This is an optimization exercise on Yosys and OpenROAD, whose aim is small area, not a production implementation.
The RTL was checked by simulation tests, not by an equivalence proof against the original design.
The flow treats the clock pin as an ideal source, which a real chip does not have.
No activity file was given, so power comes from the tool's default toggle rates.

<file path="flow/design.v">
module cic3_pdm (
    input  wire        clk,
    input  wire        ce,          
    input  wire        rst,         
    input  wire        pdm_in,      
    output wire [15:0] pcm_out,     
    output wire        pcm_valid    
);
    reg [5:0] decim_counter;
    wire lfsr_in = decim_counter[5] ^ decim_counter[4] ^ ~|decim_counter[4:0];
    reg v1, v2, v3, v4;
    reg x1, x2, x3, x4;
    wire c_lo = ~|decim_counter[5:1];
    wire d3 = c_lo & (decim_counter[0] == v1);
    wire d4 = c_lo & (decim_counter[0] == (v1 | v2));
    reg ph, rst_d;
    reg act, adec;               
    reg [9:0] i0a, i0b, i1a, i1b, j2a, j2b, c0a, c0b, nsa, nsb;
    reg c_i0, c_i1, c_j2, c_s, c_f, j9;
    reg [11:0] h, q3, q2, sample;
    reg [1:0] nd;
    wire clr  = rst | rst_d;
    wire go   = ~ph & (v3 | v4) & ~rst;       
    wire px   = v3 ? x3 : x4;
    wire pd   = v3 ? d3 : d4;
    wire HI   = act & ~rst;                   
    wire P    = go | HI;                      
    wire D    = HI ? adec : go & pd;         
    wire [9:0] add_i0_b = {8'd0, go & px, 1'b0};    
    wire [9:0] s_i0, s_i1, s_j2, s_s, s_f;
    wire co_i0, co_i1, co_j2, co_s, co_f;
    rca10 u_i0 (.a(clr ? (rst ? 10'h040 : 10'h040) : i0b),        .b(add_i0_b),
                .ci(HI & c_i0), .s(s_i0), .co(co_i0));
    rca10 u_i1 (.a(clr ? (rst ? 10'h3e1 : 10'h3e0) : i1b),        .b(P ? i0b : 10'd0),
                .ci(HI & c_i1), .s(s_i1), .co(co_i1));
    rca10 u_j2 (.a(clr ? (rst ? 10'h3a1 : 10'h3a1) : D ? 10'd0 : j2b),  .b(P ? i1b : 10'd0),
                .ci(HI & c_j2), .s(s_j2), .co(co_j2));
    rca10 u_s  (.a(~{j2b[8:0], HI & j9}),     .b(c0b),
                .ci(HI & c_s), .s(s_s), .co(co_s));
    rca10 u_f  (.a(j2b),                      .b(nsb),
                .ci(HI ? c_f : 1'b1), .s(s_f), .co(co_f));
    always @(posedge clk) begin
        i0a <= s_i0;  i0b <= i0a;
        i1a <= s_i1;  i1b <= i1a;
        j2a <= s_j2;  j2b <= j2a;
        c0a <= clr ? (rst ? 10'h026 : 10'h320) : D ? j2b : c0b;  c0b <= c0a;
        nsa <= clr ? (rst ? 10'h3e1 : 10'h0df) : D ? s_s : nsb;  nsb <= nsa;
        c_i0 <= co_i0;
        c_i1 <= co_i1;
        c_j2 <= co_j2;
        c_s  <= co_s;
        c_f  <= co_f;
        j9   <= j2b[9];
        rst_d <= rst;
        x1 <= pdm_in;
        x2 <= x1;
        x3 <= x2;
        x4 <= x3;
        adec <= pd;
        if (rst) begin
            decim_counter <= 0;
            v1 <= 0; v2 <= 0; v3 <= 0; v4 <= 0;
            ph <= 0;
            act <= 0;
            nd <= 0;
            sample <= 0;
        end else begin
            if (ce)
                decim_counter <= {decim_counter[4:0], lfsr_in};
            v1 <= ce;
            v2 <= v1;
            v3 <= v2;
            v4 <= v3;
            ph <= ~ph;
            act <= go;
            if (v3 & d3) begin
                sample <= (&nd) ? q2 : 12'd0;
                if (~&nd)
                    nd <= nd + 1'b1;
            end
        end
        if (D & ~HI)
            h[1:0] <= s_f[9:8];
        if (D & HI)
            h[11:2] <= {s_f[9] ^ ~s_f[8], ~s_f[8], s_f[7:0]};   
        if (v3 & d3) begin
            q2 <= q3;
            q3 <= h;
        end
    end
    assign pcm_out = {{4{sample[11]}}, sample};
    assign pcm_valid = v4 & d4;
endmodule
module rca10 (
    input  wire [9:0] a,
    input  wire [9:0] b,
    input  wire       ci,
    output wire [9:0] s,
    output wire       co
);
    wire [10:0] c;
    assign c[0] = ci;
    genvar k;
    generate
        for (k = 0; k < 10; k = k + 1) begin : g
            assign s[k] = a[k] ^ b[k] ^ c[k];
            assign c[k+1] = (a[k] & b[k]) | (a[k] & c[k]) | (b[k] & c[k]);
        end
    endgenerate
    assign co = c[10];
endmodule
`default_nettype none
module pdm_mic (
    input wire clk,
    input wire rst,
    input wire enable,
    input wire [15:0] period,
    input wire pdm_data_in,
    output wire pdm_clk_out,
    output wire [15:0] pcm_sample,
    output wire pcm_valid
);
    reg [14:0] pdm_counter;
    reg pdm_clk;
    wire [15:0] ge;
    assign ge[0] = 1'b1;
    genvar k;
    generate
        for (k = 0; k < 15; k = k + 1) begin : g_cmp
            assign ge[k+1] = pdm_counter[k] ? (~period[k+1] | ge[k])
                                            : (~period[k+1] & ge[k]);
        end
    endgenerate
    wire wrap = ge[15];
    wire pdm_tick = !rst && enable && wrap && !pdm_clk;
    always @(posedge clk) begin
        if (rst || !enable) begin
            pdm_counter <= 0;
            pdm_clk <= 0;
        end else if (wrap) begin
            pdm_counter <= 0;
            pdm_clk <= ~pdm_clk;
        end else begin
            pdm_counter <= pdm_counter + 1'b1;
        end
    end
    assign pdm_clk_out = enable & pdm_clk;
    cic3_pdm cic (
        .clk(clk),
        .ce(pdm_tick),
        .rst(rst),
        .pdm_in(pdm_data_in),
        .pcm_out(pcm_sample),
        .pcm_valid(pcm_valid)
    );
endmodule
`default_nettype wire
</file>
<file path="flow/constraint.sdc">
create_clock -name core_clock -period 10.0 [get_ports {clk}]
set_input_delay 2.0000 -clock core_clock [delete_from_list [all_inputs] [get_ports {clk}]]
set_output_delay 2.0000 -clock core_clock [all_outputs]
set_load 0.01 [all_outputs]
</file>
<file path="flow/flow/run.sh">
#!/bin/bash
# The standard layout (standard.sh), with two changes: the port buffers
# are the smallest buffer cell, and the clock tree uses clkbuf_8 without
# dummy loads. All tool output goes to standard.log here; ORFS keeps its
# per-step logs under orfs/logs.
set -euo pipefail
export BUFFER_PORTS_ARGS="-buffer_cell sky130_fd_sc_hd__buf_1"
export CTS_ARGS="-sink_clustering_enable -repair_clock_nets -buf_list sky130_fd_sc_hd__clkbuf_8 -dont_use_dummy_load"
bash standard.sh > standard.log 2>&1
</file>
<file path="flow/standard.sh">
#!/bin/bash
# synth_recipe.tcl (not shown) runs the flow's synth.tcl, then flattens the netlist and writes it again
# the make line also repeats each setting of config.mk as NAME=value (left out here)
make -C /OpenROAD-flow-scripts/flow DESIGN_CONFIG=/design/flow/config.mk WORK_HOME=/design/flow/orfs CLKGATE_MAP_FILE= SYNTH_SCRIPT=/design/flow/synth_recipe.tcl "${@:-finish}"
</file>
<file path="flow/config.mk">
export PLATFORM = sky130hd
export DESIGN_NAME = pdm_mic
export DESIGN_NICKNAME = pdm_mic
export VERILOG_FILES = /design/flow/design.v
export SDC_FILE = /design/flow/constraint.sdc
export NUM_CORES = 4
export LEC_CHECK = 0
export CAP_MARGIN = 20
export CORE_MARGIN = 2
export CORE_UTILIZATION = 70
export CTS_BUF_LIST = sky130_fd_sc_hd__clkbuf_8
export SLEW_MARGIN = 20
</file>
==> metrics.md, run 1 <==
| Metric | Value |
|---|---|
| CP Launch Type | `input pin` |
| Leak Pwr | `approximately 3.1 nW` |
| Syn Nets | `approximately 670` |
| DRT Pass-1 Iters | `4` |
| WS Path Type | `input pin to register` |
| Hold Path Origin | `cic.i1a[3]$_DFF_P_` |
| Share of cells above drive strength 1 | `~4.8%` |
| Vias in the first global route | `4,057` |
| Max frequency | `134 MHz` |
| Global route total overflow | `0` |
| Sw Share | `20.1%` |
| Worst reg2reg path depth | `15` |
| Post-route ant nets | `0` |
| Worst Max-Slew Pin Slew | `between 700 and 800 ps` |
| CP Depth | `17` |
| Post-synth top flop | `dfxtp_1` |
| Num CTS Buffers | `17` |
| Worst Setup EP | `cic.nsa[9]$_DFF_P_` |
| Gate power share | `approximately 2.4%` |
| DR vias | `approximately 4,000` |
| Hold Crit Class | `register to register` |
| Syn Std Cell Area | `about 0.0071 sq mm` |
| Gate Count Post-Synth | `593` |
| Tot GR Track Use | `roughly 23%` |
| Max VDD drop | `around 0.12 mV` |
| P_int | `roughly 0.95 mW` |
| CTS Sinks | `190` |
| Outcome | `complete, no violations` |
| Slew HR | `a little over 50%` |
| Sequential cell area fraction in the yosys report | `roughly three fifths` |
| I/O pins | `38` |
| Busiest grt layer | `met2` |
| Worst reg-to-reg setup slack | `between 4000 and 5000 ps` |
| Met1 Usage GRT | `between 20 and 30%` |
| Critical Path Sink Type | `register` |
| Critical Path RT | `10,310 ps` |
| Slowest library cell on the worst path | `fa_1` |
| Critical path startpoint | `rst` |
| Worst clock skew | `~16 ps` |
| Fill cells | `between 600 and 700` |
| Die Width | `around 100 um` |
| Area growth, synth to finish | `6.03%` |
| Via density | `5.27` |
| Fin area | `approximately 0.0075 sq mm` |
| Average size of a mapped cell | `~12 sq um` |
| Async set-reset flop share out of synthesis | `0%` |
| Clk Latency, worst-skew pair | `roughly 440 ps` |
| Min-Delay Path Depth | `0` |
| Net Sw Power | `between 0.2 and 0.25 mW` |
| Post-synth EDFFs | `36` |
| PostCTS Resize Cnt | `0` |
| Setup Viol. Count Final | `0` |
| RR Startpoint | `cic.act$_SDFF_PP0_` |
| Worst path top cell family by delay | `adder cells` |
| Hold slack | `315 ps` |
| Starting DRC count in detailed routing | `roughly 150` |
| Hpwl dp | `7670 um` |
| Worst path bufs/invs | `3` |
| Crit-path max FO | `39` |
| Nets@finish | `between 600 and 700` |
| Residual DRC | `0` |
| Rows | `36` |
| Delay of the slowest critical-path stage | `between 400 and 500 ps` |
| Cell repeated most along the worst path | `fa_1` |
| Max-cap violations | `0` |
| Met2 GRT Util | `a little under two fifths` |
| Tcrit/Tclk final | `approximately three quarters` |
| Final Max Slew Viols | `0` |
| Yosys warns | `2` |
| Crit path time final | `about 7500 ps` |
| WL/cell | `14.7 um` |
| Post-CTS setup buffers | `0` |
| Share of the synthesized area in the top cell type | `between 40% and 50%` |
| Initial Util | `between 70% and 80%` |
| Flip-flop and latch count after synthesis | `190` |
| Antenna fix cells | `0` |
| Post-synth top area cell | `dfxtp_1` |
| Placed Area | `roughly 0.0073 sq mm` |
| PwrDens | `between 150 and 200 mW/mm^2` |
| Synth unique cells | `48` |
| Clock power frac | `~31%` |
| CTS max path bufs | `2` |
| Met3 Use GR | `approximately 6.4%` |
| Final hold vios | `0` |
| Setup TNS | `0 ps` |
| RSZ-0062 raised after global routing | `false` |
| CTS hold repair buffers | `0` |
| Clock-pin slew on the worst setup and hold paths | `80 ps` |
| CTS root buf | `clkbuf_8` |
| First-pass GRT wire length | `19,200 um` |
| Initial antenna violation count | `0` |
| Top area cells in the synthesized netlist | `dfxtp_1 43%, edfxtp_1 15%, fa_1 12%` |
| Largest net degree at the start of global routing | `40` |
| CTS tree | `built` |
| Total Wirelength | `roughly 11,000 um` |
| CP Cell Sequence | `buf_1, buf_4, nor2b_1, and2_1, fa_1, fa_1, fa_1, fa_1, fa_1, fa_1, fa_1, fa_1, fa_1, inv_1, fa_1, mux2i_1, o21ai_1` |
| H-Tree Depth | `4` |
| Part of the power in registers | `66.7%` |
| Worst reg2reg path endpoint | `cic.nsa[9]$_DFF_P_` |
| Die Y | `around 100 um` |
| IO buf count | `36` |
| Die Area | `around 0.011 sq mm` |
| Final Util | `approximately 77%` |
| Placer congestion estimate | `~0.8` |
| Worst Path Arrival | `roughly 7800 ps` |
| Core footprint | `a little under 0.01 sq mm` |
-- placed cells by master (no fill, tap or decap), types with 2 or more instances in the layout --
cell type,instances
or3_1,4
inv_1,49
nor2b_1,11
a221oi_1,2
and2_1,31
ha_1,11
nand2_1,41
nand4_1,3
fa_1,41
xnor2_1,8
nor2_1,39
o211ai_1,5
o22ai_1,2
o21ai_0,11
buf_4,3
a21oi_1,27
dfxtp_1,154
nor3_1,4
buf_1,36
edfxtp_1,36
a311o_1,2
nand2b_1,8
clkbuf_8,17
mux2i_1,14
nand3_1,25
and3_1,11
a22oi_1,2
xor2_1,9
-- power by group through the flow --
stage	Clock (mW)	Combinational (mW)	Sequential, mW
final	0.366	0.0283	0.791
after global routing	0.402	0.0325	0.792
after CTS	0.375	0.0286	0.791
after detailed placement	0	0.0284	0.808
after global placement	0	0.0273	0.808
after floorplan	0	0.0199	0.806
-- worst register-to-register path: stages, from the launching register on --
cell	delay [ps]
dfxtp_1	350
nor2b_1	430
nand2_1	160
fa_1	440
fa_1	470
fa_1	460
fa_1	460
fa_1	460
fa_1	460
fa_1	480
fa_1	460
fa_1	430
inv_1	100
fa_1	380
mux2i_1	130
o21ai_1	70
-- cell families (layout without fill, tap and decap cells) --
logic type | after synthesis | in the layout | share of synthesized area (%)
buf+inv | 75 | 107 | 4.53
mux | 15 | 15 | 2.13
flops | 190 | 190 | 58.7
xor+xnor | 17 | 17 | 2.10
simple gates | 182 | 182 | 13.0
fa+ha+maj | 53 | 53 | 13.7
compound gates | 61 | 61 | 5.91
-- how the worst min path moves through the flow --
stage                               to  slack (ps)
finish              cic.i1b[3]$_DFF_P_         320
global route        cic.i1b[5]$_DFF_P_         330
CTS                 cic.i1b[5]$_DFF_P_         320
detailed placement  cic.c0b[0]$_DFF_P_         310
global placement    cic.c0b[0]$_DFF_P_         310
floorplan           cic.c0b[0]$_DFF_P_         310
-- state kept, by name, indices dropped and copies added (netlist names), 12 cells and up --
name         flops
cic.h           12
cic.q2          12
cic.q3          12
cic.sample      12
pdm_counter     15
-- area by class of cell --
| type | instances | area, sq um | area share, % |
|---|---|---|---|
| Multi-Input combinational cell | 328 | 2610 | 34.7 |
| Tap cell | 133 | 166 | 2.21 |
| Timing Repair Buffer | 39 | 158 | 2.09 |
| Sequential cell | 190 | 4160 | 55.3 |
| Inverter | 51 | 191 | 2.54 |
| Clock buffer | 17 | 234 | 3.11 |
-- cells in the mapped netlist (2+ instances only) --
master,instances
nand2_1,41
xor2_1,9
clkbuf_1,13
buf_2,2
o211ai_1,5
a311o_1,2
a21oi_1,27
buf_1,2
nor2_1,39
nor2b_1,11
or3_1,4
inv_1,50
edfxtp_1,36
a22oi_1,2
mux2i_1,14
a221oi_1,2
buf_4,4
nand2b_1,8
and3_1,11
dfxtp_1,154
nor3_1,4
nand4_1,3
and2_1,31
fa_1,41
o22ai_1,2
buf_6,3
o21ai_0,11
nand3_1,25
xnor2_1,8
ha_1,11
-- per-layer routing --
layer,up-vias,routed length (um)
met3,11,443
met4,0,94
met2,73,5610
li1,1987,-
met5,-,0
met1,1921,4990
-- through the flow --
step / std cells / setup slack [ps] / power (mW)
floorplan: 593 / 2900 / 0.826
global placement: 741 / 2130 / 0.835
global route: 758 / 2250 / 1.23
finish: 758 / 2540 / 1.18
CTS: 758 / 2490 / 1.19
detailed placement: 741 / 2020 / 0.837
==> run 2, diff against run 1 <==
==> flow/flow/run.sh (replaced) <==
#!/bin/bash
# The standard layout (standard.sh), with three changes: the port
# buffers are the smallest buffer cell, the clock tree uses clkbuf_8 without
# dummy loads, and after CTS each leaf clock buffer whose estimated sink slew
# allows it becomes clkbuf_4 (flow/clk_downsize.tcl). All tool output goes
# to standard.log here; ORFS keeps its per-step logs under orfs/logs.
set -euo pipefail
export BUFFER_PORTS_ARGS="-buffer_cell sky130_fd_sc_hd__buf_1"
export CTS_ARGS="-sink_clustering_enable -repair_clock_nets -buf_list sky130_fd_sc_hd__clkbuf_8 -dont_use_dummy_load"
export POST_CTS_TCL="$PWD/flow/clk_downsize.tcl"
bash standard.sh > standard.log 2>&1
==> flow/flow/clk_downsize.tcl (new file) <==
proc worst_sink_slew {name} {
  set net [get_nets -of_objects [get_pins $name/X]]
  set worst 0
  foreach p [get_pins -of_objects $net] {
    if {[get_property $p direction] == "input"} {
      set s [get_property $p slew_max]
      if {$s > $worst} { set worst $s }
    }
  }
  return $worst
}
set limit 0.115
estimate_parasitics -placement
foreach inst [[ord::get_db_block] getInsts] {
  set name [$inst getName]
  if {[[$inst getMaster] getName] ne "sky130_fd_sc_hd__clkbuf_8"} { continue }
  set net [get_nets -of_objects [get_pins $name/X]]
  # leaf buffers only: every load is a flip-flop clock pin
  set leaf 1
  foreach p [get_pins -of_objects $net] {
    if {[get_property $p direction] == "input" && ![string match "*/CLK" [get_full_name $p]]} { set leaf 0 }
  }
  if {!$leaf} { continue }
  replace_cell $name sky130_fd_sc_hd__clkbuf_4
  estimate_parasitics -placement
  set s [worst_sink_slew $name]
  if {$s > $limit} {
    replace_cell $name sky130_fd_sc_hd__clkbuf_8
    estimate_parasitics -placement
    puts "clk_downsize: $name kept clkbuf_8 ([format %.1f [expr {$s * 1000}]] ps with clkbuf_4)"
  } else {
    puts "clk_downsize: $name now clkbuf_4 ([format %.1f [expr {$s * 1000}]] ps)"
  }
}
--- a/flow/config.mk
+++ b/flow/config.mk
@@ -7,6 +7,6 @@
 export LEC_CHECK = 0
 export CAP_MARGIN = 20
 export CORE_MARGIN = 2
-export CORE_UTILIZATION = 70
+export CORE_UTILIZATION = 80
 export CTS_BUF_LIST = sky130_fd_sc_hd__clkbuf_8
 export SLEW_MARGIN = 20
==> metrics.md, run 2 <==
| Metric | Value |
|---|---|
| Worst clock skew | `34.9 ps (+19.1 ps)` |
| Hold slack | `292 ps (-23.5 ps)` |
| Met2 GRT Util | `50.5% (+13 points)` |
| Cell repeated most along the worst path | `fa_1` |
| Count leader, synth | `dfxtp_1` |
| Setup TNS | `0 ps (unchanged)` |
| Yosys warns | `2 (unchanged)` |
| Area growth, synth to finish | `5.16%` |
| Syn Std Cell Area | `0.00710 sq mm (unchanged)` |
| Crit-path max FO | `39 (unchanged)` |
| Critical Path RT | `10,310 ps (about the same)` |
| Max frequency | `129 MHz (-4.2%)` |
| Post-route ant nets | `0 (unchanged)` |
| PwrDens | `154 mW/mm^2 (-2.2%)` |
| Clk Latency, worst-skew pair | `440 ps (about the same)` |
| Vias in the first global route | `4,473 (+10%)` |
| Gate Count Post-Synth | `593 (unchanged)` |
| Worst Max-Slew Pin Slew | `702 ps (-22.5 ps)` |
| Average size of a mapped cell | `12.0 sq um (unchanged)` |
| Core footprint | `0.00868 sq mm (-12%)` |
| WL/cell | `16.8 um (+15%)` |
| Rows | `34 (-5.6%)` |
| Global route total overflow | `0 (unchanged)` |
| CP Cell Sequence | `buf_1, buf_4, nor2b_1, nand2_1, fa_1, fa_1, fa_1, fa_1, fa_1, fa_1, fa_1, fa_1, fa_1, inv_1, fa_1, mux2i_1, o21ai_1` |
| Total Wirelength | `12,300 um (+11%)` |
| Synth unique cells | `48 (unchanged)` |
| Max-cap violations | `0 (unchanged)` |
| DR vias | `4,205 (+5.3%)` |
| Busiest grt layer | `met2` |
| Setup Viol. Count Final | `0 (unchanged)` |
| Nets@finish | `699 (unchanged)` |
| Clock-pin slew on the worst setup and hold paths | `110 ps (+30 ps)` |
| Async set-reset flop share out of synthesis | `0% (unchanged)` |
| Placer congestion estimate | `0.791 (-0.60%)` |
| Slew HR | `53.1% (+1.5 points)` |
| Flip-flop and latch count after synthesis | `190 (unchanged)` |
| Residual DRC | `0 (unchanged)` |
| Worst path bufs/invs | `3 (unchanged)` |
| Share of cells above drive strength 1 | `4.80% (unchanged)` |
| Final Max Slew Viols | `0 (unchanged)` |
| Hold Crit Class | `register to register` |
| Initial Util | `81.8% (+9.5 points)` |
| Crit path time final | `7780 ps (+323 ps)` |
| Max reg flops | `15 (unchanged)` |
| Post-synth EDFFs | `36 (unchanged)` |
| CTS Sinks | `190 (unchanged)` |
| Most common cell after layout, fill and taps aside | `dfxtp_1` |
| Antenna fix cells | `0 (unchanged)` |
| Final hold vios | `0 (unchanged)` |
| DRT Pass-1 Iters | `5 (+1)` |
| Starting DRC count in detailed routing | `179 (+21%)` |
| Delay of the slowest critical-path stage | `580 ps (+100 ps)` |
| CTS tree | `built` |
| Top cells by count, synth | `154 x dfxtp_1, 50 x inv_1, 41 x fa_1, 41 x nand2_1, 39 x nor2_1` |
| Post-synth top flop | `dfxtp_1` |
| Initial antenna violation count | `0 (unchanged)` |
| First-pass GRT wire length | `20,900 um (+9.1%)` |
| Hpwl dp | `8310 um (+8.4%)` |
| Post-synth top area cell | `dfxtp_1` |
| Critical Path Sink Type | `register` |
| WS Path Type | `input pin to register` |
| Largest net degree at the start of global routing | `40 (unchanged)` |
| Most flops, register | `pdm_counter` |
| Worst Path Arrival | `8090 ps (+320 ps)` |
| CP Launch Type | `input pin` |
| Share of the synthesized area in the top cell type | `43.4% (unchanged)` |
| Met1 Usage GRT | `33.7% (+4.3 points)` |
| Top area cells in the synthesized netlist | `dfxtp_1 43%, edfxtp_1 15%, fa_1 12%` |
| Max VDD drop | `0.181 mV (+53%)` |
| IO buf count | `36 (unchanged)` |
| Tot GR Track Use | `28.2% (+5.4 points)` |
| Syn Nets | `665 (unchanged)` |
| Tcrit/Tclk final | `77.8% (+3.2 points)` |
| Worst path top cell family by delay | `adder cells` |
| Via density | `5.74 (+8.9%)` |
| Commonest cells after routing, fill and taps aside | `154 x dfxtp_1, 49 x inv_1, 41 x nand2_1, 41 x fa_1, 39 x nor2_1` |
| RSZ-0062 raised after global routing | `false` |
| Die Width | `98.2 um (-6.2%)` |
| Outcome | `complete, no violations` |
| Leak Pwr | `3.06 nW (-0.35%)` |
| Die Y | `98.2 um (-6.2%)` |
| Final Util | `86.0% (+9.4 points)` |
| Slowest library cell on the worst path | `nor2b_1` |
| I/O pins | `38 (unchanged)` |
| Die Area | `0.00964 sq mm (-12%)` |
| Sequential cell area fraction in the yosys report | `58.7% (unchanged)` |
| Met3 Use GR | `5.94% (-0.48 points)` |
-- run 2: cell count changes in the layout (fill, tap and decap cells not counted) --
cell / previous run / this run
buf_4: 3 / 2
buf_16: 0 / 1
clkbuf_8: 17 / 9
clkbuf_4: 0 / 8
-- run 2: path summary, 6_finish.rpt --
check	slack, ps	depth (start not counted)	from	endpoint
min	290	0	cic.j2a[4]$_DFF_P_	cic.j2b[4]$_DFF_P_
max	2220	17	rst	cic.nsa[9]$_DFF_P_
min reg2reg	290	0	cic.j2a[4]$_DFF_P_	cic.j2b[4]$_DFF_P_
max reg2reg	3770	15	cic.act$_SDFF_PP0_	cic.nsa[9]$_DFF_P_
-- run 2: cell families (layout without fill, tap and decap cells) --
group / after synthesis / count (layout) / share of synthesized area, %
flip-flops: 190 / 190 / 58.7
multiplexers: 15 / 15 / 2.13
buffers and inverters: 75 / 107 / 4.53
AO/OA/AOI/OAI: 61 / 61 / 5.91
AND/OR/NAND/NOR: 182 / 182 / 13.0
adder cells (fa/ha/maj): 53 / 53 / 13.7
XOR/XNOR: 17 / 17 / 2.10
-- run 2: power by group --
part | internal [mW] | switching, mW
sequential | 0.786 | 0.00483
clock | 0.118 | 0.211
combinational | 0.0108 | 0.0187
total | 0.914 | 0.235
-- run 2: routing by layer --
metal,wire length [um],vias to the layer above
li1,-,1990
met1,4900,2075
met2,6570,111
met3,558,29
met4,311,0
met5,0,-
-- run 2: worst register-to-register path: stages (launching register included) --
cell and delay, ps:
dfxtp_1 380, nor2b_1 570, nand2_1 190, fa_1 460, fa_1 460, fa_1 470, fa_1 470, fa_1 470
fa_1 460, fa_1 470, fa_1 480, fa_1 450, inv_1 130, fa_1 410, mux2i_1 160, o21ai_1 70
-- run 2: stage by stage --
stage / std cells / setup slack (ps) / cell area, sq um / power [mW]
finish: 733 / 2220 / 7460 / 1.15
global route: 733 / 2030 / 7460 / 1.18
detailed placement: 715 / 1940 / 7250 / 0.838
global placement: 715 / 2140 / 7250 / 0.835
floorplan: 593 / 2900 / 7100 / 0.826
-- run 2: layout make-up --
type | count | area [sq um]
Clock buffer | 17 | 184
Tap cell | 108 | 135
Fill cell | 424 | 1210
Sequential cell | 190 | 4160
Inverter | 51 | 191
Multi-Input combinational cell | 328 | 2610
Timing Repair Buffer | 39 | 178
==> run 3, diff against run 2 <==
--- a/flow/config.mk
+++ b/flow/config.mk
@@ -7,6 +7,6 @@
 export LEC_CHECK = 0
 export CAP_MARGIN = 20
 export CORE_MARGIN = 2
-export CORE_UTILIZATION = 80
+export CORE_UTILIZATION = 70
 export CTS_BUF_LIST = sky130_fd_sc_hd__clkbuf_8
 export SLEW_MARGIN = 20
==> metrics.md, run 3 <==
| Metric | Value |
|---|---|
| Async set-reset flop share out of synthesis | `0% (unchanged)` |
| Syn Nets | `665 (unchanged)` |
| Critical path startpoint | `rst` |
| IO buf count | `36 (unchanged)` |
| CP Launch Type | `input pin` |
| Max-cap violations | `0 (unchanged)` |
| Post-route ant nets | `0 (unchanged)` |
| Tot GR Track Use | `22.8% (-5.4 points)` |
| Total Wirelength | `11,100 um (-10%)` |
| Nets@finish | `699 (unchanged)` |
| Most flops, register | `pdm_counter` |
| Setup Viol. Count Final | `0 (unchanged)` |
| Synth unique cells | `48 (unchanged)` |
| CTS tree | `built` |
| Initial antenna violation count | `0 (unchanged)` |
| I/O pins | `38 (unchanged)` |
| Share of cells above drive strength 1 | `4.80% (unchanged)` |
| Outcome | `complete, no violations` |
| Top cells by count, synth | `154 x dfxtp_1, 50 x inv_1, 41 x fa_1, 41 x nand2_1, 39 x nor2_1` |
| Yosys warns | `2 (unchanged)` |
| Slew HR | `52.2% (-0.92 points)` |
| Post-synth top area cell | `dfxtp_1` |
| Placed Area | `0.00729 sq mm (+0.53%)` |
| Hold Crit Class | `register to register` |
| Tcrit/Tclk final | `74.8% (-3.0 points)` |
| Syn Std Cell Area | `0.00710 sq mm (unchanged)` |
| CTS Sinks | `190 (unchanged)` |
| Post-synth top flop | `dfxtp_1` |
| RSZ-0062 raised after global routing | `false` |
| Top area cells in the synthesized netlist | `dfxtp_1 43%, edfxtp_1 15%, fa_1 12%` |
| Rows | `36 (+5.9%)` |
| Crit-path max FO | `39 (unchanged)` |
| Vias in the first global route | `4,056 (-9.3%)` |
| Clock-pin slew on the worst setup and hold paths | `120 ps (about the same)` |
| Area growth, synth to finish | `5.50%` |
| Core footprint | `0.00982 sq mm (+13%)` |
| First-pass GRT wire length | `19,200 um (-8.2%)` |
| Crit path time final | `7480 ps (-303 ps)` |
| WL/cell | `14.6 um (-13%)` |
| Antenna fix cells | `0 (unchanged)` |
| Count leader, synth | `dfxtp_1` |
| PwrDens | `154 mW/mm^2 (+0.29%)` |
| Critical Path Sink Type | `register` |
| RR Startpoint | `cic.act$_SDFF_PP0_` |
| Sequential cell area fraction in the yosys report | `58.7% (unchanged)` |
| Via density | `5.24 (-8.6%)` |
| Worst clock skew | `43.3 ps (+8.35 ps)` |
| Worst Max-Slew Pin Slew | `716 ps (+13.8 ps)` |
| Max frequency | `134 MHz (+4.1%)` |
| WS Path Type | `input pin to register` |
| Starting DRC count in detailed routing | `145 (-19%)` |
| Global route total overflow | `0 (unchanged)` |
| Critical Path RT | `10,290 ps (-20 ps)` |
| Worst reg2reg path endpoint | `cic.nsa[9]$_DFF_P_` |
| Average size of a mapped cell | `12.0 sq um (unchanged)` |
| Die Area | `0.0110 sq mm (+14%)` |
| Largest net degree at the start of global routing | `40 (unchanged)` |
| DR vias | `3,974 (-5.5%)` |
| Worst Setup EP | `cic.nsa[9]$_DFF_P_` |
| Placer congestion estimate | `0.796 (+0.61%)` |
| Hpwl dp | `7670 um (-7.7%)` |
| Hold slack | `300 ps (+8.37 ps)` |
| Gate Count Post-Synth | `593 (unchanged)` |
| Worst Path Arrival | `7770 ps (-320 ps)` |
| Commonest cells after routing, fill and taps aside | `154 x dfxtp_1, 49 x inv_1, 41 x nand2_1, 41 x fa_1, 39 x nor2_1` |
| Max reg flops | `15 (unchanged)` |
| Worst reg-to-reg setup slack | `4070 ps (+300 ps)` |
| Max VDD drop | `0.107 mV (-41%)` |
| Clk Latency, worst-skew pair | `450 ps (about the same)` |
| Setup TNS | `0 ps (unchanged)` |
| Fin area | `0.00749 sq mm (+0.32%)` |
| Post-synth EDFFs | `36 (unchanged)` |
| Final hold vios | `0 (unchanged)` |
| Final Max Slew Viols | `0 (unchanged)` |
| Leak Pwr | `3.06 nW (-0.15%)` |
| Die Y | `105 um (+6.6%)` |
| DRT Pass-1 Iters | `4 (-1)` |
| Worst reg2reg path depth | `15 (unchanged)` |
| Residual DRC | `0 (unchanged)` |
| Most common cell after layout, fill and taps aside | `dfxtp_1` |
| Initial Util | `72.3% (-9.5 points)` |
| Die Width | `105 um (+6.6%)` |
| Share of the synthesized area in the top cell type | `43.4% (unchanged)` |
| Flip-flop and latch count after synthesis | `190 (unchanged)` |
[run 3: cell counts after synthesis]
No cell type changed its count.
[run 3: worst min path at each step]
stage,from,to,slack (ps),cells past startpoint
2_1_floorplan,cic.c0a[0]$_SDFF_PP0_,cic.c0b[0]$_DFF_P_,310,0
3_3_place_gp,cic.c0a[0]$_SDFF_PP0_,cic.c0b[0]$_DFF_P_,310,0
3_5_place_dp,cic.c0a[0]$_SDFF_PP0_,cic.c0b[0]$_DFF_P_,310,0
5_1_grt,cic.c0a[1]$_DFF_P_,cic.c0b[1]$_DFF_P_,310,0
6_report,cic.c0a[1]$_DFF_P_,cic.c0b[1]$_DFF_P_,300,0
[run 3: layout make-up]
class,count,area [sq um]
clock buffers,17,196
fillers,664,2330
inverters,51,191
multi-input cells,328,2610
flip-flops and latches,190,4160
well taps,133,166
repair buffers,39,158
[run 3: stage by stage]
| stage | utilization [%] | total power, mW | setup slack, ps | cells |
|---|---|---|---|---|
| 6_report | 76.3 | 1.16 | 2520 | 758 |
| 2_1_floorplan | - | 0.826 | 2900 | 593 |
| 3_5_place_dp | 74.3 | 0.837 | 2020 | 741 |
| 5_1_grt | 76.3 | 1.20 | 2230 | 758 |
| 3_3_place_gp | 74.3 | 0.835 | 2130 | 741 |
[run 3: worst max-delay path, stage by stage]
cell and delay [ps]:
buf_1 80, buf_4 260, nor2b_1 450, nand2_1 160, fa_1 440, fa_1 470, fa_1 460, fa_1 460
fa_1 460, fa_1 460, fa_1 480, fa_1 460, fa_1 430, inv_1 100, fa_1 380, mux2i_1 130
o21ai_1 70
[run 3: layer usage]
| metal | routed length [um] | share of wire [%] | track usage, % | vias up |
|---|---|---|---|---|
| met2 | 5570 | 50 | 37.4 | 67 |
| met1 | 4970 | 45 | 29.6 | 1903 |
| met3 | 403 | 3.6 | 6.43 | 14 |
| li1 | - | - | - | 1990 |
| met5 | 0 | 0 | 0 | - |
| met4 | 129 | 1.2 | 7.05 | 0 |
[run 3: kinds of logic after synthesis]
| family | synth area share, % |
|---|---|
| AND/OR/NAND/NOR | 13.0 |
| adder cells (fa/ha/maj) | 13.7 |
| AO/OA/AOI/OAI | 5.91 |
| buffers and inverters | 4.53 |
| multiplexers | 2.13 |
| flip-flops | 58.7 |
| XOR/XNOR | 2.10 |
[run 3: power breakdown]
| group | total [mW] | internal (mW) | leakage (nW) | switching, mW |
|---|---|---|---|---|
| Clock | 0.337 | 0.126 | 0.107 | 0.212 |
| Sequential | 0.791 | 0.786 | 1.58 | 0.00476 |
| Combinational | 0.0282 | 0.0105 | 1.38 | 0.0178 |

what the ideal ports hide:
The results above use ideal ports. As a check the final layouts listed here were re-extracted and re-timed, cells and wires unchanged. Step 1 (the two cells are an assumption about what drives the block):
set clk [get_ports {clk}]
set_driving_cell -lib_cell sky130_fd_sc_hd__clkbuf_16 $clk
set_driving_cell -lib_cell sky130_fd_sc_hd__buf_2 [delete_from_list [all_inputs] $clk]
Step 2 times the ports against the registers' clock, not the clock port: input delays grow and output delays shrink by t, the midpoint of the rising clock arrivals with the driver on. Slacks: no drivers / after step 1 / after step 2; pairs: no drivers / after step 1.
run	shift t [ns]	slack for setup (ns)	worst hold slack (ns)
run 1	0.469	2.544 / 2.558 / 2.089	0.315 / 0.315 / 0.315
run 2	0.455	2.221 / 2.234 / 1.779	0.292 / 0.292 / 0.292
run 3	0.467	2.524 / 2.540 / 2.074	0.300 / 0.300 / 0.300
After both steps every run listed still meets setup and hold. The setup slack of run 1, which loses most, moves by +0.014 ns with the drivers and by -0.455 ns with both steps.
